This is an optimization exercise on Yosys and OpenROAD, whose aim is small area, not a production implementation.
RTL that was checked went through simulation tests only; none was proved equivalent to the original.
Function not checked in runs 2 and 3: the RTL went through the layout flow alone.
Power is estimated from default activity; no workload was simulated.

[flow/run.sh]
#!/bin/bash
# synth_recipe.tcl (not shown) runs the flow's synth.tcl, then flattens the netlist and writes it again
# the make line also repeats each setting of config.mk as NAME=value (left out here)
make -C /OpenROAD-flow-scripts/flow DESIGN_CONFIG=/design/flow/config.mk WORK_HOME=/design/flow/orfs CLKGATE_MAP_FILE= SYNTH_SCRIPT=/design/flow/synth_recipe.tcl finish
[flow/config.mk]
export PLATFORM = sky130hd
export DESIGN_NAME = usb2_packet
export DESIGN_NICKNAME = usb2_packet
export VERILOG_FILES = /design/flow/design.v
export SDC_FILE = /design/flow/constraint.sdc
export NUM_CORES = 4
export LEC_CHECK = 0
export CAP_MARGIN = 20
export CORE_MARGIN = 2
export CORE_UTILIZATION = 40
export PLACE_DENSITY = 0.6
export SLEW_MARGIN = 20
[flow/constraint.sdc]
create_clock -name core_clock -period 10.0 [get_ports {phy_clk}]
set_input_delay 2.0000 -clock core_clock [delete_from_list [all_inputs] [get_ports {phy_clk}]]
set_output_delay 2.0000 -clock core_clock [all_outputs]
set_load 0.01 [all_outputs]
[flow/design.v]
module usb2_crc16 (
input	wire	[15:0]	c,
input	wire	[7:0]	data,
output	wire	[15:0]	next_crc
);
	wire	[7:0]	d = {data[0], data[1], data[2], data[3],
						data[4], data[5], data[6], data[7]};
	assign next_crc = {
		^d[7:0] ^ ^c[15:7],
		c[6],
		c[5],
		c[4],
		c[3],
		c[2],
		d[7] ^ c[1] ^ c[15],
		^d[7:6] ^ ^c[0] ^ ^c[15:14],
		^d[6:5] ^ ^c[14:13],
		^d[5:4] ^ ^c[13:12],
		^d[4:3] ^ ^c[12:11],
		^d[3:2] ^ ^c[11:10],
		^d[2:1] ^ ^c[10:9],
		^d[1:0] ^ ^c[9:8],
		^d[7:1] ^ ^c[15:9],
		^d[7:0] ^ ^c[15:8]
	};
endmodule
module usb2_crc5 (
input	wire	[4:0]	c,
input	wire	[10:0]	data,
output	wire	[4:0]	next_crc
);
	wire	[10:0]	d = { 	data[0], data[1], data[2], data[3], data[4],
							data[5], data[6], data[7], data[8], data[9],
							data[10] };
	wire	[4:0]	q = {
		^d[10:9] ^ ^d[6:5] ^ d[3] ^ d[0] ^ c[0] ^ ^c[4:3],
		d[10] ^ ^d[7:6] ^ d[4] ^ d[1] ^ ^c[1:0] ^ c[4],
		^d[10:7] ^ d[6] ^ ^d[3:2] ^ d[0] ^ ^c[4:0],
		^d[10:7] ^^ d[4:3] ^ d[1] ^ ^c[4:1],
		^d[10:8] ^ ^d[5:4] ^ d[2] ^ ^c[4:2]
	};
	assign	next_crc = ~q;
endmodule
module usb2_packet (
input	wire			phy_clk,
input	wire			reset_n,
input	wire			in_act,
input	wire	[7:0]	in_byte,
input	wire			in_latch,
input	wire			out_cts,
input	wire			out_nxt,
output	wire	[7:0]	out_byte,
output	reg				out_latch,
output	reg				out_stp,
output	reg		[3:0]	sel_endp,
output	wire	[8:0]	buf_in_addr,
output	wire	[7:0]	buf_in_data,
output	wire			buf_in_wren,
input	wire			buf_in_ready,
output	reg				buf_in_commit,
output	reg		[9:0]	buf_in_commit_len,
input	wire			buf_in_commit_ack,
output	reg		[9:0]	buf_out_addr,
input	wire	[7:0]	buf_out_q,
input	wire	[9:0]	buf_out_len,
input	wire			buf_out_hasdata,
output	reg				buf_out_arm,
input	wire			buf_out_arm_ack,
input	wire	[1:0]	endp_mode,
output	reg				data_toggle_act,
input	wire	[1:0]	data_toggle,
input	wire	[6:0]	dev_addr,
output	reg				err_crc_pid,
output	reg				err_crc_tok,
output	reg				err_crc_pkt,
output	wire			err_pid_out_of_seq,
output	reg		[10:0]	dbg_frame_num,
output	wire	[2:0]	dbg_pkt_type
);
	parameter [3:0]	PID_TOKEN_OUT		= 4'hE,
					PID_TOKEN_IN		= 4'h6,
					PID_TOKEN_SOF		= 4'hA,
					PID_TOKEN_SETUP		= 4'h2,
					PID_TOKEN_PING		= 4'hB,
					PID_DATA_0			= 4'hC,
					PID_DATA_1			= 4'h4,
					PID_DATA_2			= 4'h8,
					PID_DATA_M			= 4'h0,
					PID_HAND_ACK		= 4'hD,
					PID_HAND_NAK		= 4'h5;
	parameter [2:0]	PKT_TYPE_UNDEF		= 3'h0,
					PKT_TYPE_TOKEN		= 3'h1,
					PKT_TYPE_DATA		= 3'h2,
					PKT_TYPE_HAND		= 3'h3,
					PKT_TYPE_SPEC		= 3'h4;
	parameter [1:0]	EP_MODE_ISOCH		= 2'd1;
	parameter [1:0]	PL_OTHER			= 2'd0,
					PL_IN				= 2'd1,
					PL_OUT				= 2'd2,
					PL_SETUP			= 2'd3;
	parameter [3:0]	ST_RST_0			= 4'd0,
					ST_RST_1			= 4'd1,
					ST_IDLE				= 4'd2,
					ST_IN_1				= 4'd3,
					ST_IN_TOK			= 4'd4,
					ST_IN_TOK_PING		= 4'd5,
					ST_PRE_EOP			= 4'd6,
					ST_WAIT_EOP			= 4'd7,
					ST_DATA_CRC			= 4'd8,
					ST_OUT_PRE_0		= 4'd9,
					ST_OUT_PRE_1		= 4'd10,
					ST_OUT_0			= 4'd11,
					ST_OUT_1			= 4'd12,
					ST_OUT_2			= 4'd13,
					ST_OUT_3			= 4'd14;
	reg				reset_1, reset_2;
	reg				out_nxt_1;
	wire	[3:0]	pid			= in_byte[7:4];
	wire			pid_valid	= (pid == ~in_byte[3:0]);
	reg		[3:0]	pid_stored;
	reg		[1:0]	pid_last;
	reg		[3:0]	pid_send;
	reg		[2:0]	pkt_type;
	wire	[3:0]	data_pid	= data_toggle == 2'b01 ? PID_DATA_1 :
								  data_toggle == 2'b10 ? PID_DATA_2 :
								  data_toggle == 2'b11 ? PID_DATA_M : PID_DATA_0;
	reg		[6:0]	tok_addr;
	reg		[6:0]	packet_token_addr_stored;
	reg		[6:0]	local_dev_addr;
	reg		[10:0]	bc;
	wire	[6:0]	tok_addr_now	= buf_in_data_0[6:0];
	wire	[3:0]	tok_endp_now	= {buf_in_data_1[2:0], buf_in_data_0[7]};
	wire	[4:0]	tok_crc5_now	= buf_in_data_1[7:3];
	wire	[10:0]	tok_frame_now	= {buf_in_data_1[2:0], buf_in_data_0};
	reg		[15:0]	crc16;
	reg				crc16_byte_sel;
	reg				crc_v;
	reg		[7:0]	crc_e;
	reg				crc_ok;
	wire	[15:0]	crc16_fix_out = ~{crc16[8], crc16[9], crc16[10], crc16[11],
									crc16[12], crc16[13], crc16[14], crc16[15],
									crc16[0], crc16[1], crc16[2], crc16[3],
									crc16[4], crc16[5], crc16[6], crc16[7]};
	reg		[8:0]	buf_in_addr_2, buf_in_addr_1, buf_in_addr_0;
	reg		[7:0]	buf_in_data_1, buf_in_data_0;
	reg				buf_in_wren_1, buf_in_wren_0;
	reg				buf_in_ready_latch;
	reg		[3:0]	state;
	assign			buf_in_addr = buf_in_addr_0;
	assign			buf_in_data = buf_in_data_0;
	assign			buf_in_wren = buf_in_wren_0 && (state == ST_IN_1) && (pkt_type == PKT_TYPE_DATA);
	reg				out_byte_buf;
	reg		[7:0]	out_byte_out;
	reg		[1:0]	out_byte_crc;
	wire	[7:0]	out_crc_mux = 	out_byte_crc[0] ? crc16_fix_out[15:8] : crc16_fix_out[7:0];
	assign			out_byte	= 	out_byte_crc[1] ? out_crc_mux :
									out_byte_buf ? buf_out_q : out_byte_out;
	assign dbg_pkt_type = pkt_type;
	assign err_pid_out_of_seq = 1'b0;
	wire	[4:0]	next_crc5;
	usb2_crc5 ic5 (
		.c			( 5'h1F ),
		.data		( tok_frame_now ),
		.next_crc	( next_crc5 )
	);
	wire	[15:0]	next_crc16;
	wire	[7:0]	crc16_byte	= crc16_byte_sel ? out_byte : in_byte;
	usb2_crc16 ic16 (
		.c			( crc16 ),
		.data		( crc16_byte ),
		.next_crc	( next_crc16 )
	);
	wire	[15:0]	first_crc16;
	usb2_crc16 ic16f (
		.c			( 16'hffff ),
		.data		( in_byte ),
		.next_crc	( first_crc16 )
	);
	wire	[7:0]	p_hi	= crc16_byte_sel ? first_crc16[15:8] : next_crc16[15:8];
	wire			p_v		= crc16_byte_sel ? (in_byte == 8'h00) : (next_crc16[7:0] == 8'h02);
always @(posedge phy_clk) begin
	out_nxt_1 <= out_nxt;
	{reset_2, reset_1} <= {reset_1, reset_n};
	if(in_latch) begin
		{buf_in_addr_1, buf_in_addr_0} <= {buf_in_addr_2, buf_in_addr_1};
		{buf_in_data_1, buf_in_data_0} <= {in_byte, buf_in_data_1};
		{buf_in_wren_1, buf_in_wren_0} <= {(bc < 512) && buf_in_ready_latch &&
											(packet_token_addr_stored == dev_addr), buf_in_wren_1};
	end
	out_stp <= 0;
	buf_in_commit <= 0;
	buf_out_arm <= 0;
	data_toggle_act <= 0;
	case(state)
	ST_RST_0: begin
		bc <= 0;
		err_crc_pid <= 0;
		err_crc_tok <= 0;
		err_crc_pkt <= 0;
		pid_stored <= 0;
		local_dev_addr <= 0;
		pkt_type <= PKT_TYPE_UNDEF;
		tok_addr <= 0;
		packet_token_addr_stored <= 0;
		sel_endp <= 0;
		dbg_frame_num <= 0;
		crc_v <= 0;
		crc_ok <= 0;
		crc16_byte_sel <= 0;
		{buf_in_addr_2, buf_in_addr_1, buf_in_addr_0} <= 0;
		{buf_in_data_1, buf_in_data_0} <= 0;
		{buf_in_wren_1, buf_in_wren_0} <= 0;
		buf_in_ready_latch <= 0;
		buf_in_commit_len <= 0;
		buf_out_addr <= 0;
		out_byte_buf <= 0;
		out_byte_out <= 0;
		out_byte_crc <= 0;
		out_latch <= 0;
		state <= ST_RST_1;
	end
	ST_RST_1: begin
		state <= ST_IDLE;
	end
	ST_IDLE: begin
		if(in_act & in_latch) begin
			if(pid_valid) begin
				pid_stored <= pid;
				pid_last <= (pid_stored == PID_TOKEN_IN) ? PL_IN :
							(pid_stored == PID_TOKEN_OUT) ? PL_OUT :
							(pid_stored == PID_TOKEN_SETUP) ? PL_SETUP : PL_OTHER;
				case(pid[1:0])
				2'b10:	pkt_type <= PKT_TYPE_TOKEN;
				2'b00:	pkt_type <= PKT_TYPE_DATA;
				2'b01:	pkt_type <= PKT_TYPE_HAND;
				2'b11:	pkt_type <= (pid == PID_TOKEN_PING) ? PKT_TYPE_TOKEN : PKT_TYPE_SPEC;
				endcase
				bc <= 0;
				crc16 <= 16'hffff;
				buf_in_addr_2 <= 0;
				state <= ST_IN_1;
				buf_in_ready_latch <= buf_in_ready;
			end else begin
				err_crc_pid <= 1;
				state <= ST_WAIT_EOP;
			end
		end
	end
	ST_IN_1: begin
		crc16_byte_sel <= 0;
		if(in_latch) begin
			bc <= bc + 1'b1;
			buf_in_addr_2 <= buf_in_addr_2 + 1'b1;
			crc16 <= next_crc16;
			crc_ok <= crc_v && (in_byte == crc_e);
			crc_v <= p_v;
			crc_e <= {p_hi[0], p_hi[1], p_hi[2], p_hi[3], p_hi[4], p_hi[5], p_hi[6], p_hi[7]} ^ 8'hbf;
			if(pkt_type == PKT_TYPE_TOKEN) begin
				if(bc == 0) tok_addr <= in_byte[6:0];
				if(bc == 1) state <= ST_IN_TOK;
			end
		end
		if(~in_act) begin
			state <= ST_IDLE;
			if(packet_token_addr_stored == local_dev_addr) begin
				if(pid_stored == PID_HAND_ACK) begin
					data_toggle_act <= 1;
					if(pid_last == PL_IN) buf_out_arm <= 1;
				end
			end
			if(tok_addr == local_dev_addr) begin
				if(pid_last == PL_OUT && bc == 2) begin
					pid_send <= PID_HAND_ACK;
					bc <= 0;
					state <= ST_OUT_0;
					buf_in_commit <= 1;
					buf_in_commit_len <= 0;
				end else if(pid_last == PL_OUT || pid_last == PL_SETUP) begin
					state <= ST_DATA_CRC;
					buf_in_commit <= 1;
					buf_in_commit_len <= bc - 10'h2;
				end
			end
		end
	end
	ST_IN_TOK: begin
		state <= ST_WAIT_EOP;
		if(tok_crc5_now != next_crc5) begin
			err_crc_tok <= 1;
			state <= ST_PRE_EOP;
		end
		if(pid_stored == PID_TOKEN_SOF)
			dbg_frame_num <= tok_frame_now;
		if(tok_addr_now == local_dev_addr) begin
			case(pid_stored)
			PID_TOKEN_IN: begin
				local_dev_addr <= dev_addr;
				state <= ST_OUT_PRE_0;
			end
			PID_TOKEN_PING: begin
				bc <= 0;
				state <= ST_IN_TOK_PING;
			end
			endcase
			if(pid_stored != PID_TOKEN_SOF)
				sel_endp <= tok_endp_now;
		end
		if(pid_stored != PID_TOKEN_SOF)
			packet_token_addr_stored <= tok_addr_now;
	end
	ST_IN_TOK_PING: begin
		bc <= bc + 1'b1;
		if(bc == 7) begin
			pid_send <= buf_in_ready ? PID_HAND_ACK : PID_HAND_NAK;
			bc <= 0;
			state <= ST_OUT_0;
		end
	end
	ST_PRE_EOP: begin
		state <= ST_WAIT_EOP;
	end
	ST_WAIT_EOP: begin
		out_latch <= 0;
		if(~in_act) state <= ST_IDLE;
	end
	ST_DATA_CRC: begin
		if(crc_ok) begin
			pid_send <= buf_in_ready_latch ? PID_HAND_ACK : PID_HAND_NAK;
			bc <= 0;
			state <= (endp_mode == EP_MODE_ISOCH) ? ST_WAIT_EOP : ST_OUT_0;
		end else begin
			err_crc_pkt <= 1;
			state <= ST_WAIT_EOP;
		end
	end
	ST_OUT_PRE_0: begin
		bc <= 0;
		pid_send <= data_pid;
		state <= ST_OUT_PRE_1;
	end
	ST_OUT_PRE_1: begin
		bc <= bc + 1'b1;
		if(buf_out_hasdata) begin
			bc <= buf_out_len + 11'h2;
			state <= ST_OUT_0;
		end else if(bc == 31) begin
			pid_send <= PID_HAND_NAK;
			bc <= 0;
			state <= (endp_mode == EP_MODE_ISOCH) ? ST_WAIT_EOP : ST_OUT_0;
		end
	end
	ST_OUT_0: begin
		crc16_byte_sel <= 1;
		crc16 <= 16'hffff;
		out_byte_buf <= 0;
		if(out_cts) state <= ST_OUT_1;
	end
	ST_OUT_1: begin
		out_byte_out <= {4'h4, ~pid_send};
		out_latch <= 1;
		buf_out_addr <= 0;
		state <= ST_OUT_2;
	end
	ST_OUT_2: begin
		out_latch <= 1'b0;
		if(bc > 0) begin
			out_latch <= 1;
			state <= ST_OUT_3;
		end else begin
			if(out_nxt) begin
				out_stp <= 1;
				if(endp_mode == EP_MODE_ISOCH) begin
					data_toggle_act <= 1;
					buf_out_arm <= 1;
				end
				state <= ST_WAIT_EOP;
			end
		end
	end
	ST_OUT_3: begin
		if(out_nxt) begin
			if(bc == 0) begin
				out_stp <= 1;
				state <= ST_WAIT_EOP;
				out_byte_crc <= 2'b00;
			end else begin
				out_byte_buf <= 1;
			end
			buf_out_addr <= buf_out_addr + 1'b1;
			bc <= bc - 1'b1;
			if(buf_out_addr > 0 && bc > 1)
				crc16 <= next_crc16;
			if(bc == 2) out_byte_crc <= 2'b11;
			if(bc == 1) out_byte_crc <= 2'b10;
		end
		if(~out_nxt & out_nxt_1) begin
			out_byte_out <= buf_out_q;
			out_byte_buf <= 0;
		end
	end
	default: state <= ST_RST_0;
	endcase
	if(~reset_2) begin
		state <= ST_RST_0;
	end
end
endmodule
==> impl_results.md, run 1 <==
* Metal3 WL at 1470 µm
* GPL Wtd Cong at 0.905
* Sequential Power Share at about two fifths
* Initial Utilization at 40.8%
* Largest net degree at the start of global routing at 52
* Critical path class: in2out
* Synth cell types at between 70 and 80
* Compound-Gate Fraction of Synth Area at 9.36%
* Synth Area in Simple Gates at 18.1%
* Setup Viol. Count Final at 0
* Root Buffer: clkbuf_16
* DP HPWL at about 19000 µm
* Startpoint types: primary input
* Fin crit share at ~55%
* Synth Net Count at 1052
* Via density at 5.41
* # fillers at between 2000 and 2500
* Initial antenna violation count at 0
* PD cells at 323 nW/µm²
* Peak per-stage delay on the critical path at ~600 ps
* Internal power at 0.00229 W
* Post-synthesis sequential area ratio at roughly half
* Worst skew pair latency at 440 ps
* Cells along the critical path: clkdlybuf4s50_1 > mux2i_1 > mux2i_2 > clkdlybuf4s50_1
* Post-CTS Resized at 0
* Hold Path Class: reg2reg
* RSZ-0062 raised after global routing: no
* Routed via count at 7683
* Max Used Layer: met4
* Critical path fanouts, max at 2
* Ys Warns at 1
* Req. time, crit path at roughly 8000 ps
* Logic pwr share at a little under half
* Largest family of logic cells by synthesized area: simple AND/OR/NAND/NOR gates
* DIE WIDTH at roughly 160 µm
* Routed Antenna Nets at 0
* Synth area leader: edfxtp_1
* DR WL/cell at 18.5 µm
* Critical path arrival at 3530 ps
* Top cell type's share of synthesized area at 39.5%
* FF+latch count, synth at about 180
* Antenna Cells at 0
* Clock Pin Slew Worst Setup and Hold Paths at roughly 70 ps
* Most frequent cell after synthesis: nor2_1
* Switching pwr at roughly 0.0016 W
* Iteration-0 DRC Markers at between 600 and 700
* Xor/xnor share of the synthesized area at ~11%
* Port-buffer cells at about 120
* R2R setup slack at approximately 6700 ps
* Clock skew at 9.36 ps
* Final net count at 1148
* Remaining DRCs at 0
* Adder-cell share of the synthesized area at about 2.4%
* H-tree levels at 4
* Drt pass-1 iters at 6
* Rows at 57
* Top FF cell, synth: edfxtp_1
* GRT Util Overall at between 20% and 30%
* Util after Layout at around half
* Final non-filler cell total at 1419
* GR Overflow Total at 0
* Slowest CP cell: clkdlybuf4s50_1
* Global-route wire length before repair at about 41000 µm
* Mapped Area at about 10000 µm²
* Die H at between 150 and 200 µm
* Routed wl met2 at approximately 12000 µm
* Vias in the first global route at ~7400
* CTS Hold Bufs at 0
* Async set-reset flop share out of synthesis at 0%
* Die area at between 20000 and 30000 µm²
* Crit path top cell by count: clkdlybuf4s50_1
* Worst slew pin tran at between 800 and 900 ps
* Clock network power share at between 10% and 20%
* Post-synth top cells: nor2_1, edfxtp_1, nand2_1
* Placed cell count at 1387
* IO Pins at 120
* Gate count of the mapped netlist at just under 1000
* Slew margin rel. at 42.3%
* PnR Total Power at 0.00386 W
* Mux cell area share after synthesis at between 6 and 7%
* Total routed wirelength at 26200 µm
* Static Leak at approximately 4.4 nW
* Clock Path Buffers at 2
* Fmax at 181 MHz
* Max-slew violations at 0
* Maximum vdd drop at around 120 µV
* DRT met1 WL at 11900 µm
* Share of layout cells above drive strength 1 at about 5.9%
* Number of flops mapped to enable cells by yosys at around 130
* Total Negative Setup Slacks at 0 ps
* CTS Sinks at between 150 and 200
* Total setup buffers inserted after CTS at 0
* CTS tree: built
* Avg Inst Size Synth at 10.1 µm²
* CTS buffer count at 17
* CP Capture Type: output pin
* Synth area leaders: edfxtp_1, dfxtp_1, xnor2_1
* Area growth from synthesis to layout at 20.1%
* Sw Share at 40.6%
* Status: finished clean
* Min cycle time layout at approximately 5500 ps
* Worst slack, placed at ~4500 ps
* Number of max-cap violations at 0
* Core area at 24400 µm²
* Post-route setup slack at 4470 ps
* Final hold violation count at 0
## sequential cells by signal (all words and copies together) (netlist names), 3 cells and up
signal / count
bc: 11
buf_out_addr: 10
buf_in_data_0: 8
crc_e: 8
buf_in_commit_len: 10
local_dev_addr: 7
buf_in_addr_1: 9
dbg_frame_num: 11
buf_in_data_1: 8
out_byte_out: 8
pkt_type: 3
buf_in_addr_0: 9
pid_stored: 4
tok_addr: 7
state: 4
crc16: 16
buf_in_addr_2: 9
packet_token_addr_stored: 7
sel_endp: 4
pid_send: 3
## stage by stage
step | cell area [µm²] | hold slack, ps
after floorplan | 9960 | 310
after global placement | 11400 | 314
after detailed placement | 11400 | 316
after CTS | 12000 | 338
after global routing | 12000 | 353
final | 12000 | 336
## placed cells by master (no fill, tap or decap), types with 4 or more instances in the layout
master	netlist	routed
nor2_1	142	142
edfxtp_1	131	131
clkdlybuf4s50_1	0	115
nand2_1	80	80
xnor2_1	69	69
xor2_1	56	56
mux2i_1	52	52
dfxtp_1	47	47
a21oi_1	35	35
nand3_1	27	27
and3_1	27	27
o21ai_0	22	22
inv_1	21	21
ha_1	19	19
nand2b_1	17	17
clkbuf_16	0	17
buf_4	2	17
nor3_1	16	15
nand4_1	14	14
nor4_1	11	11
and2_1	11	11
o221ai_1	10	10
a31oi_1	9	9
o21ai_1	7	7
inv_6	0	6
inv_2	5	5
a22oi_1	5	5
a211oi_1	5	5
or3_1	5	5
o22ai_1	5	5
o211ai_1	5	5
nor2b_1	4	4
and4_1	4	4
a21o_1	4	4
mux2_4	4	4
mux2i_2	4	4
a41oi_1	4	4
nor3b_1	4	4
## logic make-up (layout without fill, tap and decap cells)
family	count (synthesis)	after routing
other cells	1	1
xor+xnor	126	126
fa+ha+maj	19	19
flops	178	178
buf+inv	82	191
simple gates	378	378
compound gates	140	140
mux	62	62
## worst max-delay path: cells and delay by family
family / cells / cell delay (ps)
mux: 2 / 410
buf+inv: 2 / 1110
## power groups by stage
stage               Combinational (W)  Clock, W  Sequential [W]
CTS                           0.00174  0.000636         0.00149
floorplan                     0.00114         0         0.00143
global placement              0.00173         0         0.00151
global route                  0.00191  0.000661         0.00154
detailed placement            0.00173         0         0.00151
finish                        0.00174  0.000623         0.00149
## final cells by class
class / count / area, µm² / area share (%)
inverters: 26 / 97.6 / 0.816
clock inverters: 13 / 98.8 / 0.827
well taps: 324 / 405 / 3.39
repair buffers: 133 / 1280 / 10.7
clock buffers: 19 / 433 / 3.62
multi-input cells: 726 / 4770 / 39.9
flip-flops and latches: 178 / 4870 / 40.8
## metal layers
layer / track usage (%) / vias up
li1: - / 3716
met1: 27.7 / 3689
met2: 32.0 / 232
met3: 3.91 / 46
met4: 7.20 / 0
met5: 0 / -
## final timing paths
path	to	depth (start not counted)	from
setup reg to reg	crc16[15]	8	out_byte_crc[0]
hold reg to reg	reset_2	0	reset_1
setup / recovery	out_byte[3]	4	buf_out_q[3]
hold / removal	reset_2	0	reset_1
==> run 2, diff against run 1 <==
--- a/flow/design.v
+++ b/flow/design.v
@@ -94,6 +94,18 @@
 					PKT_TYPE_HAND		= 3'h3,
 					PKT_TYPE_SPEC		= 3'h4;
 	parameter [1:0]	EP_MODE_ISOCH		= 2'd1;
+	parameter [3:0]	PC_UNDEF			= 4'b0000,
+					PC_DATA				= 4'b0010,
+					PC_HAND				= 4'b0011,
+					PC_ACK				= 4'b0111,
+					PC_SPEC				= 4'b0100,
+					PC_IN				= 4'b1001,
+					PC_OUT				= 4'b1010,
+					PC_SETUP			= 4'b1011,
+					PC_SOF				= 4'b1100,
+					PC_PING				= 4'b1101;
+	parameter [2:0]	PS_ACK				= 3'b111,
+					PS_NAK				= 3'b011;
 	parameter [1:0]	PL_OTHER			= 2'd0,
 					PL_IN				= 2'd1,
 					PL_OUT				= 2'd2,
@@ -117,13 +129,13 @@
 	reg				out_nxt_1;
 	wire	[3:0]	pid			= in_byte[7:4];
 	wire			pid_valid	= (pid == ~in_byte[3:0]);
-	reg		[3:0]	pid_stored;
+	reg		[3:0]	pid_code;
 	reg		[1:0]	pid_last;
-	reg		[3:0]	pid_send;
-	reg		[2:0]	pkt_type;
-	wire	[3:0]	data_pid	= data_toggle == 2'b01 ? PID_DATA_1 :
-								  data_toggle == 2'b10 ? PID_DATA_2 :
-								  data_toggle == 2'b11 ? PID_DATA_M : PID_DATA_0;
+	reg		[2:0]	pid_send;
+	wire	[2:0]	pkt_type = {~pid_code[3] & pid_code[2] & ~pid_code[1],
+								~pid_code[3] & pid_code[1],
+								pid_code[3] | (pid_code[1] & pid_code[0])};
+	wire	[2:0]	data_pid	= {~data_toggle[0], ~data_toggle[1], 1'b0};
 	reg		[6:0]	tok_addr;
 	reg		[6:0]	packet_token_addr_stored;
 	reg		[6:0]	local_dev_addr;
@@ -197,9 +209,8 @@
 		err_crc_pid <= 0;
 		err_crc_tok <= 0;
 		err_crc_pkt <= 0;
-		pid_stored <= 0;
+		pid_code <= PC_UNDEF;
 		local_dev_addr <= 0;
-		pkt_type <= PKT_TYPE_UNDEF;
 		tok_addr <= 0;
 		packet_token_addr_stored <= 0;
 		sel_endp <= 0;
@@ -225,15 +236,20 @@
 	ST_IDLE: begin
 		if(in_act & in_latch) begin
 			if(pid_valid) begin
-				pid_stored <= pid;
-				pid_last <= (pid_stored == PID_TOKEN_IN) ? PL_IN :
-							(pid_stored == PID_TOKEN_OUT) ? PL_OUT :
-							(pid_stored == PID_TOKEN_SETUP) ? PL_SETUP : PL_OTHER;
-				case(pid[1:0])
-				2'b10:	pkt_type <= PKT_TYPE_TOKEN;
-				2'b00:	pkt_type <= PKT_TYPE_DATA;
-				2'b01:	pkt_type <= PKT_TYPE_HAND;
-				2'b11:	pkt_type <= (pid == PID_TOKEN_PING) ? PKT_TYPE_TOKEN : PKT_TYPE_SPEC;
+				pid_last <= (pid_code[3:2] == 2'b10) ? pid_code[1:0] : PL_OTHER;
+				case(pid)
+				PID_TOKEN_OUT:		pid_code <= PC_OUT;
+				PID_TOKEN_IN:		pid_code <= PC_IN;
+				PID_TOKEN_SOF:		pid_code <= PC_SOF;
+				PID_TOKEN_SETUP:	pid_code <= PC_SETUP;
+				PID_TOKEN_PING:		pid_code <= PC_PING;
+				PID_HAND_ACK:		pid_code <= PC_ACK;
+				default:
+					case(pid[1:0])
+					2'b00:	pid_code <= PC_DATA;
+					2'b01:	pid_code <= PC_HAND;
+					default:	pid_code <= PC_SPEC;
+					endcase
 				endcase
 				bc <= 0;
 				crc16 <= 16'hffff;
@@ -263,14 +279,14 @@
 		if(~in_act) begin
 			state <= ST_IDLE;
 			if(packet_token_addr_stored == local_dev_addr) begin
-				if(pid_stored == PID_HAND_ACK) begin
+				if(pid_code == PC_ACK) begin
 					data_toggle_act <= 1;
 					if(pid_last == PL_IN) buf_out_arm <= 1;
 				end
 			end
 			if(tok_addr == local_dev_addr) begin
 				if(pid_last == PL_OUT && bc == 2) begin
-					pid_send <= PID_HAND_ACK;
+					pid_send <= PS_ACK;
 					bc <= 0;
 					state <= ST_OUT_0;
 					buf_in_commit <= 1;
@@ -289,29 +305,29 @@
 			err_crc_tok <= 1;
 			state <= ST_PRE_EOP;
 		end
-		if(pid_stored == PID_TOKEN_SOF)
+		if(pid_code == PC_SOF)
 			dbg_frame_num <= tok_frame_now;
 		if(tok_addr_now == local_dev_addr) begin
-			case(pid_stored)
-			PID_TOKEN_IN: begin
+			case(pid_code)
+			PC_IN: begin
 				local_dev_addr <= dev_addr;
 				state <= ST_OUT_PRE_0;
 			end
-			PID_TOKEN_PING: begin
+			PC_PING: begin
 				bc <= 0;
 				state <= ST_IN_TOK_PING;
 			end
 			endcase
-			if(pid_stored != PID_TOKEN_SOF)
+			if(pid_code != PC_SOF)
 				sel_endp <= tok_endp_now;
 		end
-		if(pid_stored != PID_TOKEN_SOF)
+		if(pid_code != PC_SOF)
 			packet_token_addr_stored <= tok_addr_now;
 	end
 	ST_IN_TOK_PING: begin
 		bc <= bc + 1'b1;
 		if(bc == 7) begin
-			pid_send <= buf_in_ready ? PID_HAND_ACK : PID_HAND_NAK;
+			pid_send <= buf_in_ready ? PS_ACK : PS_NAK;
 			bc <= 0;
 			state <= ST_OUT_0;
 		end
@@ -325,7 +341,7 @@
 	end
 	ST_DATA_CRC: begin
 		if(crc_ok) begin
-			pid_send <= buf_in_ready_latch ? PID_HAND_ACK : PID_HAND_NAK;
+			pid_send <= buf_in_ready_latch ? PS_ACK : PS_NAK;
 			bc <= 0;
 			state <= (endp_mode == EP_MODE_ISOCH) ? ST_WAIT_EOP : ST_OUT_0;
 		end else begin
@@ -344,7 +360,7 @@
 			bc <= buf_out_len + 11'h2;
 			state <= ST_OUT_0;
 		end else if(bc == 31) begin
-			pid_send <= PID_HAND_NAK;
+			pid_send <= PS_NAK;
 			bc <= 0;
 			state <= (endp_mode == EP_MODE_ISOCH) ? ST_WAIT_EOP : ST_OUT_0;
 		end
@@ -356,7 +372,7 @@
 		if(out_cts) state <= ST_OUT_1;
 	end
 	ST_OUT_1: begin
-		out_byte_out <= {4'h4, ~pid_send};
+		out_byte_out <= {4'h4, ~pid_send[2:1], 1'b1, ~pid_send[0]};
 		out_latch <= 1;
 		buf_out_addr <= 0;
 		state <= ST_OUT_2;
==> flow/flow/run.sh (new file) <==
#!/bin/bash
# Own layout flow: the standard synthesis, then an area-oriented re-mapping of
# the combinational logic only (every register instance is kept as it is),
# then the standard ORFS layout with smaller port buffers and a leaner clock tree.
set -euo pipefail
WORK=$(pwd)
FLOWDIR=$WORK/flow
LIB=$FLOW_HOME/platforms/sky130hd/lib/sky130_fd_sc_hd__tt_025C_1v80.lib
R=$WORK/orfs/results/sky130hd/usb2_packet/base

# 1. standard synthesis
bash standard.sh synth > $WORK/log_synth_std.txt 2>&1
cp $R/1_2_yosys.v $WORK/std_netlist.v

# 2. re-map the combinational logic for area, several ABC seeds, keep the best
FLOPS=$(grep -o "sky130_fd_sc_hd__[a-z0-9_]*" $WORK/std_netlist.v | sort -u | grep -E "__(df|edf|sdf|dl[a-z]|sedf|conb)" | tr '\n' ' ')
DU="-dont_use *lpflow* -dont_use *probe* -dont_use *clkdly* -dont_use *dlygate* -dont_use *dlymetal* -dont_use *clkbuf* -dont_use *clkinv*"
for S in $(seq 1 ${RESYN_SEEDS:-4}); do
  cat > $WORK/resyn_$S.abc <<EOA
strash; &get -n; &st; &deepsyn -T ${RESYN_T:-30} -S $S; &dch -f; &nf -R 1000; &put; strash; &get -n; &st; &dch -f; &nf -R 1000; &put
EOA
  cat > $WORK/resyn_$S.ys <<EOY
read_liberty -ignore_miss_func $LIB
setattr -mod -set blackbox 1 $FLOPS
read_verilog $WORK/std_netlist.v
hierarchy -top $FLOW_TOP
flatten
opt -purge
abc -liberty $LIB $DU -script $WORK/resyn_$S.abc
opt_clean -purge
hilomap -singleton -hicell sky130_fd_sc_hd__conb_1 HI -locell sky130_fd_sc_hd__conb_1 LO
splitnets
opt_clean -purge
tee -o $WORK/resyn_$S.stat stat -liberty $LIB
select $FLOW_TOP
write_verilog -noattr -selected $WORK/resyn_$S.v
EOY
  ( yosys -l $WORK/log_resyn_$S.txt $WORK/resyn_$S.ys > /dev/null 2>&1 || true ) &
done
wait
BEST=""; BESTA=1e18
for S in $(seq 1 ${RESYN_SEEDS:-4}); do
  [[ -f $WORK/resyn_$S.v && -f $WORK/resyn_$S.stat ]] || continue
  A=$(grep "Chip area" $WORK/resyn_$S.stat | awk '{print $NF}')
  # prove the re-mapped netlist equals the standard one (registers paired by name)
  cat > $WORK/eqv_$S.ys <<EOY
read_liberty -ignore_miss_func $LIB
read_verilog $WORK/std_netlist.v
rename $FLOW_TOP gold
read_verilog $WORK/resyn_$S.v
rename $FLOW_TOP gate
flatten gold gate
opt_clean
equiv_make gold gate equiv
hierarchy -top equiv
equiv_simple -seq 2
equiv_induct
equiv_status -assert
EOY
  if yosys -l $WORK/log_eqv_$S.txt $WORK/eqv_$S.ys > /dev/null 2>&1; then
    if python3 -c "import sys; sys.exit(0 if float('$A') < float('$BESTA') else 1)"; then BEST=$S; BESTA=$A; fi
  fi
done
echo "resyn best seed: ${BEST:-none} area ${BESTA}" > $WORK/log_resyn_choice.txt
if [[ -n "$BEST" ]]; then
  cp $WORK/resyn_$BEST.v $R/1_2_yosys.v
  touch $R/1_2_yosys.v
  rm -f $R/1_synth.odb $R/1_synth.sdc
  bash standard.sh synth > $WORK/log_synth_odb.txt 2>&1
fi

# 3. layout
export BUFFER_PORTS_ARGS="-buffer_cell sky130_fd_sc_hd__buf_1"
if [[ -n "${OWN_CTS_ARGS:-}" ]]; then export CTS_ARGS="$OWN_CTS_ARGS"; fi
bash standard.sh > $WORK/log_layout.txt 2>&1
==> flow/standard.sh (new file) <==
#!/bin/bash
# synth_recipe.tcl (not shown) runs the flow's synth.tcl, then flattens the netlist and writes it again
# the make line also repeats each setting of config.mk as NAME=value (left out here)
make -C /OpenROAD-flow-scripts/flow DESIGN_CONFIG=/design/flow/config.mk WORK_HOME=/design/flow/orfs CLKGATE_MAP_FILE= SYNTH_SCRIPT=/design/flow/synth_recipe.tcl "${@:-finish}"
removed: flow/run.sh
==> run 2 against run 1 <==
Critical path type unchanged. Maximum frequency up 13%. Critical path depth unchanged. Final area fell by 17%. Routed wire length fell by 13%. Largest power group is now sequential cells. Register-to-register slack lost 280 ps. Final cell count shrank 15%.
==> impl_results.md, run 2 <==
* Peak per-stage delay on the critical path at 370 ps (-230 ps)
* Ys Warns at 1 (unchanged)
* Final non-filler cell total at 1205 (-15%)
* # fillers at 1935 (-16%)
* Top cell family by delay on the critical path: compound AO/OA/AOI/OAI gates
* Routed via count at 6804 (-11%)
* CTS buffer count at 17 (unchanged)
* GRT Util Overall at 20.9% (+0.70 points)
* Die area at 22100 µm² (-15%)
* Slowest CP cell: a221oi_1
* Final hold violation count at 0 (unchanged)
* DIE WIDTH at 149 µm (-8.1%)
* Post-CTS Resized at 0 (unchanged)
* Final net count at 968 (-16%)
* Largest net degree at the start of global routing at 37 (-29%)
* Hold Path Class: reg2reg
* Startpoint types: primary input
* CTS tree: built
* Cells along the critical path: buf_1 > o22ai_1 > a221oi_1 > buf_1
* Avg Inst Size Synth at 10.8 µm² (+7.1%)
* Maximum vdd drop at 134 µV (+7.6%)
* Number of max-cap violations at 0 (unchanged)
* Most frequent cells in the layout: edfxtp_1, buf_1, nor2_1
* CP Buf/Inv Count at 2 (unchanged)
* Metal3 WL at 1420 µm (-3.3%)
* GPL Wtd Cong at 0.960 (+6.1%)
* Fin crit share at 48.9% (-6.3 points)
* Core area at 20400 µm² (-16%)
* Fmax at 204 MHz (+13%)
* Clock Pin Slew Worst Setup and Hold Paths at 70 ps (about the same)
* RSZ-0062 raised after global routing: no
* Gate count of the mapped netlist at 775 (-21%)
* Static Leak at 3.57 nW (-19%)
* Remaining DRCs at 0 (unchanged)
* Port-buffer cells at 116 (unchanged)
* Max FFs per register at 16 (unchanged)
* Critical path class: in2out
* Clock Path Buffers at 2 (unchanged)
* Total setup buffers inserted after CTS at 0 (unchanged)
* Crit path top cell by count: buf_1
* Clock skew at 15.0 ps (+5.63 ps)
* Via density at 5.65 (+4.3%)
* Routed Antenna Nets at 0 (unchanged)
* Placed inst area at 9250 µm² (-19%)
* IO Pins at 120 (unchanged)
* Setup Viol. Count Final at 0 (unchanged)
* DP HPWL at 16000 µm (-16%)
* Area growth from synthesis to layout at 18.1%
* Root Buffer: clkbuf_16
* Min cycle time layout at 4890 ps (-634 ps)
* Share of layout cells above drive strength 1 at 4.93% (-1.0 points)
* PnR Total Power at 0.00356 W (-7.8%)
* Biggest regs: crc16: 16 flops, bc: 11 flops, dbg_frame_num: 11 flops
* Total Negative Setup Slacks at 0 ps (unchanged)
* Die H at 149 µm (-8.1%)
* Max Used Layer: met4
* CTS Hold Bufs at 0 (unchanged)
* CP Capture Type: output pin
* Worst slew pin tran at 1020 ps (+154 ps)
* Max-slew violations at 0 (unchanged)
* Routed wl met2 at 10100 µm (-17%)
* Worst skew pair latency at 440 ps (about the same)
* DRT met1 WL at 10800 µm (-9.0%)
* Rows at 52 (-8.8%)
* Critical path arrival at 2890 ps (-640 ps)
* PD cells at 359 nW/µm² (+11%)
* DR WL/cell at 18.8 µm (+1.9%)
* Final Instance Area at 9900 µm² (-17%)
* Biggest register: crc16
* Req. time, crit path at 8000 ps (about the same)
* Status: finished clean
* GR Overflow Total at 0 (unchanged)
* Placed cell count at 1172 (-16%)
* Slew margin rel. at 32.3% (-10 points)
* Initial antenna violation count at 0 (unchanged)
* R2R setup slack at 6400 ps (-280 ps)
* Iteration-0 DRC Markers at 641 (+4.4%)
* Synth Net Count at 822 (-22%)
* Most common cell after layout, fill and taps aside: edfxtp_1
* Vias in the first global route at 6366 (-14%)
* Total routed wirelength at 22700 µm (-13%)
* Drt pass-1 iters at 5 (-1)
* H-tree levels at 4 (unchanged)
* Mapped Area at 8380 µm² (-16%)
* Critical path fanouts, max at 2 (unchanged)
* Initial Utilization at 41.0% (+0.19 points)
* CTS Sinks at 175 (-1.7%)
* Global-route wire length before repair at 35800 µm (-13%)
-- run 2: where the power goes --
group	internal (W)	switching [W]
clock	0.000408	0.000313
sequential	0.00117	0.000251
combinational	0.000497	0.000914
-- run 2: stage by stage --
stage	hold WS, ps	setup WS (ps)	utilization, %
after floorplan	310	5520	-
after global placement	322	5140	45.3
after detailed placement	321	5150	45.3
after CTS	339	5150	48.4
after global routing	340	5040	48.4
final	333	5110	48.5
-- run 2: per-layer routing --
metal  up-vias  global-route usage [%]
met5         -                       0
met4         0                    6.38
met3        25                    3.70
met2       268                    30.8
met1      3282                    31.5
li1       3229                       -
-- run 2: cell type report --
| type | instances | area (µm²) | share of cell area (%) |
|---|---|---|---|
| clock buffers | 17 | 425 | 4.30 |
| clock inverters | 15 | 220 | 2.22 |
| repair buffers | 127 | 518 | 5.23 |
| inverters | 24 | 90.1 | 0.910 |
| well taps | 270 | 338 | 3.41 |
| multi-input cells | 576 | 3520 | 35.6 |
| diodes | 1 | 2.50 | 0.0253 |
| flip-flops and latches | 175 | 4780 | 48.3 |
-- run 2: path summary, 6_finish.rpt --
path                startpoint          end  cells after the start
setup / recovery  buf_out_q[6]  out_byte[6]                      4
hold / removal         reset_1      reset_2                      0
setup reg to reg         bc[9]        bc[6]                     13
hold reg to reg        reset_1      reset_2                      0
==> run 3, diff against run 2 <==
--- a/flow/flow/run.sh
+++ b/flow/flow/run.sh
@@ -71,5 +71,5 @@
 
 # 3. layout
 export BUFFER_PORTS_ARGS="-buffer_cell sky130_fd_sc_hd__buf_1"
-if [[ -n "${OWN_CTS_ARGS:-}" ]]; then export CTS_ARGS="$OWN_CTS_ARGS"; fi
+export CTS_ARGS="-sink_clustering_enable -repair_clock_nets -dont_use_dummy_load"
 bash standard.sh > $WORK/log_layout.txt 2>&1
==> run 3 against run 2 <==
Still clean on timing, DRC and antenna. Final area shrank 2.2%. Clock skew rose by 10 ps. Sequential power about the same. First-iteration DRC count is 12% lower. Non-clock buffer count unchanged. Critical path depth unchanged. Sequential share of layout area up 1.1 points. Total power fell by 5.1%. Critical path type unchanged. Largest power group unchanged. Highest routed layer unchanged.
==> impl_results.md, run 3 <==
* Die H at 149 µm (unchanged)
* Biggest register: crc16
* Mapped Area at 8380 µm² (unchanged)
* Remaining DRCs at 0 (unchanged)
* Hold Path Depth at 0 (unchanged)
* Post-route setup slack at 5070 ps (-34.1 ps)
* Gate count of the mapped netlist at 775 (unchanged)
* Largest net degree at the start of global routing at 37 (unchanged)
* Fmax at 203 MHz (-0.69%)
* Slew margin rel. at 31.2% (-1.0 points)
* Critical path arrival at 2930 ps (+40 ps)
* Max FFs per register at 16 (unchanged)
* DP HPWL at 16000 µm (unchanged)
* Req. time, crit path at 8000 ps (about the same)
* Cells on worst reg2reg path at 13 (unchanged)
* Number of max-cap violations at 0 (unchanged)
* Final net count at 968 (unchanged)
* Die area at 22100 µm² (unchanged)
* IO Pins at 120 (unchanged)
* Routed Antenna Nets at 0 (unchanged)
* Worst skew pair latency at 430 ps (about the same)
* Total routed wirelength at 22600 µm (-0.58%)
* Clock skew at 25.0 ps (+10.0 ps)
* Final Instance Area at 9680 µm² (-2.2%)
* Antenna Cells at 0 (-1)
* CTS tree: built
* Vias in the first global route at 6356 (-0.16%)
* H-tree levels at 4 (unchanged)
* Share of layout cells above drive strength 1 at 3.37% (-1.6 points)
* Rows at 52 (unchanged)
* Total setup buffers inserted after CTS at 0 (unchanged)
* Status: finished clean
* Initial Utilization at 41.0% (unchanged)
* Global-route wire length before repair at 35700 µm (-0.13%)
* Routed via count at 6753 (-0.75%)
* Startpoint types: primary input
* Final hold violation count at 0 (unchanged)
* GR Overflow Total at 0 (unchanged)
* Clock Pin Slew Worst Setup and Hold Paths at 60 ps (about the same)
* Worst slack, placed at 5150 ps (unchanged)
* Setup Viol. Count Final at 0 (unchanged)
* CTS Hold Bufs at 0 (unchanged)
* GRT Util Overall at 20.9% (-0.055 points)
* Initial antenna violation count at 0 (unchanged)
* Max-slew violations at 0 (unchanged)
* RSZ-0062 raised after global routing: no
* Critical path fanouts, max at 2 (unchanged)
* Root Buffer: clkbuf_16
* Total Negative Setup Slacks at 0 ps (unchanged)
* GPL Wtd Cong at 0.960 (unchanged)
* Fin crit share at 49.3% (+0.34 points)
* Critical path class: in2out
* DIE WIDTH at 149 µm (unchanged)
* Iteration-0 DRC Markers at 564 (-12%)
* Biggest regs: crc16: 16 flops, bc: 11 flops, dbg_frame_num: 11 flops
* Avg Inst Size Synth at 10.8 µm² (unchanged)
* Via density at 5.68 (+0.59%)
* Clock Path Buffers at 2 (unchanged)
* Ys Warns at 1 (unchanged)
* Area growth from synthesis to layout at 15.4%
* Most frequent cells in the layout: edfxtp_1, buf_1, nor2_1
* DR WL/cell at 19.0 µm (+0.76%)
* Synth Net Count at 822 (unchanged)
* Worst slew pin tran at 1030 ps (+15.6 ps)
* Post-CTS Resized at 0 (unchanged)
* Most common cell after layout, fill and taps aside: edfxtp_1
* Min cycle time layout at 4930 ps (+34.1 ps)
* CTS Sinks at 175 (unchanged)
* Placed inst area at 9250 µm² (unchanged)
* Util after Layout at 47.4% (-1.1 points)
* CTS buffer count at 17 (unchanged)
* Static Leak at 3.47 nW (-2.8%)
* Core area at 20400 µm² (unchanged)
* PD cells at 349 nW/µm² (-2.9%)
* Port-buffer cells at 116 (unchanged)
* Hold Path Class: reg2reg
* CP Capture Type: output pin
* Drt pass-1 iters at 5 (unchanged)
* Maximum vdd drop at 140 µV (+4.3%)
==> run 3: routing by layer <==
metal	part of all wire, %	global-route usage (%)	vias to the layer above
met3	6.5	3.55	24
li1	-	-	3209
met2	44	30.9	266
met5	0	0	-
met1	48	31.4	3254
met4	1.7	6.29	0
==> run 3: worst max-delay path, cell delays in order <==
cell      delay (ps)
buf_1            110
o21ai_0          100
a211oi_1         510
buf_1            210
==> run 3: final timing paths <==
| check | start | end | slack [ps] |
|---|---|---|---|
| setup reg to reg | bc[9] | bc[6] | 6350 |
| setup / recovery | buf_out_q[2] | out_byte[2] | 5070 |
| hold reg to reg | reset_1 | reset_2 | 330 |
| hold / removal | reset_1 | reset_2 | 330 |
==> run 3: report_power, final <==
group          internal [W]  switching (W)  leakage (nW)
Clock              0.000295       0.000242         0.209
Sequential          0.00117       0.000251          1.62
Combinational      0.000497       0.000917          1.64
Total               0.00197        0.00141          3.47
==> run 3: area by class of cell <==
cell class	instances	area, µm²
Clock buffer	17	425
Timing Repair Buffer	127	518
Fill cell	1960	10800
Inverter	24	90.1
Multi-Input combinational cell	576	3520
Sequential cell	175	4780
Tap cell	270	338
==> run 3: per-stage QoR <==
step / power [W] / cells / hold slack (ps)
final: 0.00338 / 1189 / 330
after global routing: 0.00361 / 1189 / 338
after CTS: 0.00338 / 1189 / 336
after detailed placement: 0.00283 / 1172 / 321
after global placement: 0.00282 / 1172 / 322
after floorplan: 0.00233 / 775 / 310
==> run 4, diff against run 3 <==
--- a/flow/design.v
+++ b/flow/design.v
@@ -140,7 +140,6 @@
 	reg		[6:0]	packet_token_addr_stored;
 	reg		[6:0]	local_dev_addr;
 	reg		[10:0]	bc;
-	wire	[6:0]	tok_addr_now	= buf_in_data_0[6:0];
 	wire	[3:0]	tok_endp_now	= {buf_in_data_1[2:0], buf_in_data_0[7]};
 	wire	[4:0]	tok_crc5_now	= buf_in_data_1[7:3];
 	wire	[10:0]	tok_frame_now	= {buf_in_data_1[2:0], buf_in_data_0};
@@ -160,7 +159,7 @@
 	reg		[3:0]	state;
 	assign			buf_in_addr = buf_in_addr_0;
 	assign			buf_in_data = buf_in_data_0;
-	assign			buf_in_wren = buf_in_wren_0 && (state == ST_IN_1) && (pkt_type == PKT_TYPE_DATA);
+	assign			buf_in_wren = buf_in_wren_0 && (state == ST_IN_1) && (pid_code == PC_DATA);
 	reg				out_byte_buf;
 	reg		[7:0]	out_byte_out;
 	reg		[1:0]	out_byte_crc;
@@ -271,7 +270,7 @@
 			crc_ok <= crc_v && (in_byte == crc_e);
 			crc_v <= p_v;
 			crc_e <= {p_hi[0], p_hi[1], p_hi[2], p_hi[3], p_hi[4], p_hi[5], p_hi[6], p_hi[7]} ^ 8'hbf;
-			if(pkt_type == PKT_TYPE_TOKEN) begin
+			if(pid_code[3]) begin
 				if(bc == 0) tok_addr <= in_byte[6:0];
 				if(bc == 1) state <= ST_IN_TOK;
 			end
@@ -307,7 +306,7 @@
 		end
 		if(pid_code == PC_SOF)
 			dbg_frame_num <= tok_frame_now;
-		if(tok_addr_now == local_dev_addr) begin
+		if(tok_addr == local_dev_addr) begin
 			case(pid_code)
 			PC_IN: begin
 				local_dev_addr <= dev_addr;
@@ -322,7 +321,7 @@
 				sel_endp <= tok_endp_now;
 		end
 		if(pid_code != PC_SOF)
-			packet_token_addr_stored <= tok_addr_now;
+			packet_token_addr_stored <= tok_addr;
 	end
 	ST_IN_TOK_PING: begin
 		bc <= bc + 1'b1;
--- a/flow/flow/run.sh
+++ b/flow/flow/run.sh
@@ -71,5 +71,5 @@
 
 # 3. layout
 export BUFFER_PORTS_ARGS="-buffer_cell sky130_fd_sc_hd__buf_1"
-export CTS_ARGS="-sink_clustering_enable -repair_clock_nets -dont_use_dummy_load"
+export CTS_ARGS="-sink_clustering_enable -repair_clock_nets -dont_use_dummy_load -buf_list sky130_fd_sc_hd__clkbuf_8"
 bash standard.sh > $WORK/log_layout.txt 2>&1
==> run 4 against run 3 <==
Still clean. Final area shrank 2.4%. Clock skew grew 2.7 ps. Worst setup slack lost 120 ps. Critical path type unchanged. Critical endpoint is now out_byte[6].
==> impl_results.md, run 4 <==
* Global-route wire length before repair at 34700 µm (-2.9%)
* Mapped Area at 8360 µm² (-0.27%)
* Avg Inst Size Synth at 10.6 µm² (-1.5%)
* Critical path arrival at 3050 ps (+120 ps)
* Drt pass-1 iters at 5 (unchanged)
* GR Overflow Total at 0 (unchanged)
* Setup Viol. Count Final at 0 (unchanged)
* Worst skew pair latency at 460 ps (+30 ps)
* Clock Pin Slew Worst Setup and Hold Paths at 70 ps (about the same)
* PD cells at 327 nW/µm² (-6.2%)
* Gate count of the mapped netlist at 785 (+1.3%)
* Clock Path Buffers at 2 (unchanged)
* Number of max-cap violations at 0 (unchanged)
* Routed via count at 6647 (-1.6%)
* Total setup buffers inserted after CTS at 0 (unchanged)
* DR WL/cell at 18.3 µm (-3.4%)
* Final hold violation count at 0 (unchanged)
* Peak per-stage delay on the critical path at 330 ps (-180 ps)
* Crit Reg-Reg Endpoint: crc16[8]
* Critical path class: in2out
* Sw Share at 42.4% (+0.64 points)
* Post-CTS Resized at 0 (unchanged)
* Sequential Power Share at 46.2% (+4.0 points)
* GRT Util Overall at 20.2% (-0.64 points)
* Remaining DRCs at 0 (unchanged)
* Hold Startpoint: reset_1
* Cells along the critical path: buf_1 > inv_1 > a221oi_1 > inv_1 > a31oi_1 > buf_1
* Min cycle time layout at 5050 ps (+123 ps)
* CTS tree: built
* Die area at 22100 µm² (-0.26%)
* Util after Layout at 46.4% (-1.0 points)
* CP Buf/Inv Count at 4 (+2)
* Biggest register: crc16
* Total Negative Setup Slacks at 0 ps (unchanged)
* Worst hold slack at 367 ps (+36.1 ps)
* Iteration-0 DRC Markers at 583 (+3.4%)
* CP Capture Type: output pin
* Rows at 52 (unchanged)
* Most frequent cells in the layout: edfxtp_1, buf_1, nand2_1
* FF-to-FF Start: state[0]
* CTS buffer count at 17 (unchanged)
* Maximum vdd drop at 130 µV (-7.3%)
* Total routed wirelength at 21900 µm (-2.7%)
* Final net count at 976 (+0.83%)
* Final non-filler cell total at 1197 (+0.67%)
* R2R setup slack at 5760 ps (-590 ps)
* Core area at 20400 µm² (-0.32%)
* IO Pins at 120 (unchanged)
* Critical path fanouts, max at 2 (unchanged)
* Worst Hold Endpoint: reset_2
* GPL Wtd Cong at 0.926 (-3.5%)
* Initial antenna violation count at 0 (unchanged)
* Via density at 5.55 (-2.2%)
* Port-buffer cells at 116 (unchanged)
* Top cell family by delay on the critical path: compound AO/OA/AOI/OAI gates
* Slew margin rel. at 26.9% (-4.4 points)
* Hold Path Class: reg2reg
* Placed cell count at 1180 (+0.68%)
* Synth Net Count at 832 (+1.2%)
* Startpoint types: primary input
* Routed Antenna Nets at 0 (unchanged)
* Req. time, crit path at 8000 ps (about the same)
* CTS Sinks at 175 (unchanged)
* Antenna Cells at 0 (unchanged)
* Cells on worst reg2reg path at 8 (-5)
* Ys Warns at 1 (unchanged)
* Root Buffer: clkbuf_8
* Switching pwr at 0.00131 W (-7.1%)
* Fmax at 198 MHz (-2.4%)
* DP HPWL at 15800 µm (-1.3%)
* Critical path startpoint: buf_out_q[6]
* Logic pwr share at 41.7% (-0.2 points)
* Largest net degree at the start of global routing at 42 (+14%)
* Area growth from synthesis to layout at 12.9%
* Worst slew pin tran at 1090 ps (+55.7 ps)
* Internal power at 0.00178 W (-9.5%)
* Slowest CP cell: a221oi_1
* Share of layout cells above drive strength 1 at 3.02% (-0.35 points)
* Max-slew violations at 0 (unchanged)
* Status: finished clean
* Hold Path Depth at 0 (unchanged)
* Biggest regs: crc16: 16 flops, bc: 11 flops, dbg_frame_num: 11 flops
* Fin crit share at 50.5% (+1.2 points)
* Clock network power share at 12.1% (-3.8 points)
* Initial Utilization at 41.0% (about the same)
* H-tree levels at 4 (unchanged)
* Die H at 149 µm (-0.13%)
* Max FFs per register at 16 (unchanged)
* Vias in the first global route at 6374 (+0.28%)
* CTS Hold Bufs at 0 (unchanged)
* Placed inst area at 9210 µm² (-0.42%)
* Most common cell after layout, fill and taps aside: edfxtp_1
* Final Instance Area at 9440 µm² (-2.4%)
* Clock skew at 27.7 ps (+2.72 ps)
* DIE WIDTH at 149 µm (-0.13%)
* RSZ-0062 raised after global routing: no
* Static Leak at 3.39 nW (-2.1%)
## run 4: power groups by stage
stage,clock network (W),registers [W],logic [W]
final,0.000375,0.00143,0.00129
after global placement,0,0.00144,0.00127
after CTS,0.000385,0.00143,0.00129
after global routing,0.000412,0.00147,0.00142
after detailed placement,0,0.00144,0.00128
after floorplan,0,0.00143,0.000829
## run 4: through the flow
step	power, W	worst slack, ps
2_1_floorplan	0.00226	5350
3_3_place_gp	0.00271	4710
3_5_place_dp	0.00272	4630
4_1_cts	0.00310	5000
5_1_grt	0.00330	4870
6_report	0.00309	4950
## run 4: worst max-delay path by stage
| stage | endpoint | depth (start not counted) |
|---|---|---|
| final | out_byte[6] | 6 |
| after global routing | out_byte[6] | 6 |
| after CTS | out_byte[6] | 6 |
| after detailed placement | crc16[14] | 7 |
| after global placement | crc16[13] | 7 |
| after floorplan | out_byte[6] | 4 |
## run 4: cell type report
type | count | area [µm²]
Fill cell | 1954 | 10900
Sequential cell | 175 | 4780
Multi-Input combinational cell | 585 | 3490
Timing Repair Buffer | 125 | 503
Tap cell | 270 | 338
Clock buffer | 17 | 234
Inverter | 25 | 93.8
## run 4: routing by layer
metal  part of all wire [%]  global-route usage (%)
met1                     48                    29.9
met5                      0                       0
met3                    6.0                    3.31
met2                     44                    30.4
met4                    1.9                    6.33
## run 4: worst reg2reg max path, cell delays in order (launching register included)
cell and delay (ps):
dfxtp_1 510, inv_1 220, nand2_1 170, nor3_1 690, nand3_1 190, nor3_1 570, or2_0 750, a22oi_1 200
nand2_1 570

==> re-timing with driven ports <==
The results above use ideal ports. As a check the final layouts listed here were re-extracted and re-timed, cells and wires unchanged.
Step 1 assumes that a clkbuf_16 drives the clock port and a buf_2 every other input.
Step 2 adds t to the input delays and takes it off the output delays; t is the mean of the earliest and latest rising clock arrival at the registers after step 1. Input paths then give back, and output paths get back, about the clock's delay inside the block.
a / b / c = no drivers / after step 1 / after step 2; a / b = the first two.
| run | t, ns | slack for setup (ns) | worst setup path after step 2 | worst register clock-pin slew, ns | worst data-port slew with drivers (ns) |
|---|---|---|---|---|---|
| run 1 | 0.480 | 4.473 / 4.443 / 4.443 | input to output | 0.07 / 0.07 | 0.06 |
| run 2 | 0.472 | 5.107 / 5.085 / 5.085 | input to output | 0.08 / 0.08 | 0.07 |
| run 3 | 0.463 | 5.073 / 5.043 / 5.043 | input to output | 0.07 / 0.07 | 0.06 |
| run 4 | 0.483 | 4.950 / 4.927 / 4.687 | input to register | 0.10 / 0.10 | 0.05 |
After both steps setup and hold are still met in every run listed. The setup slack of run 4, which loses most, moves by -0.023 ns with the drivers and by -0.263 ns with both steps.
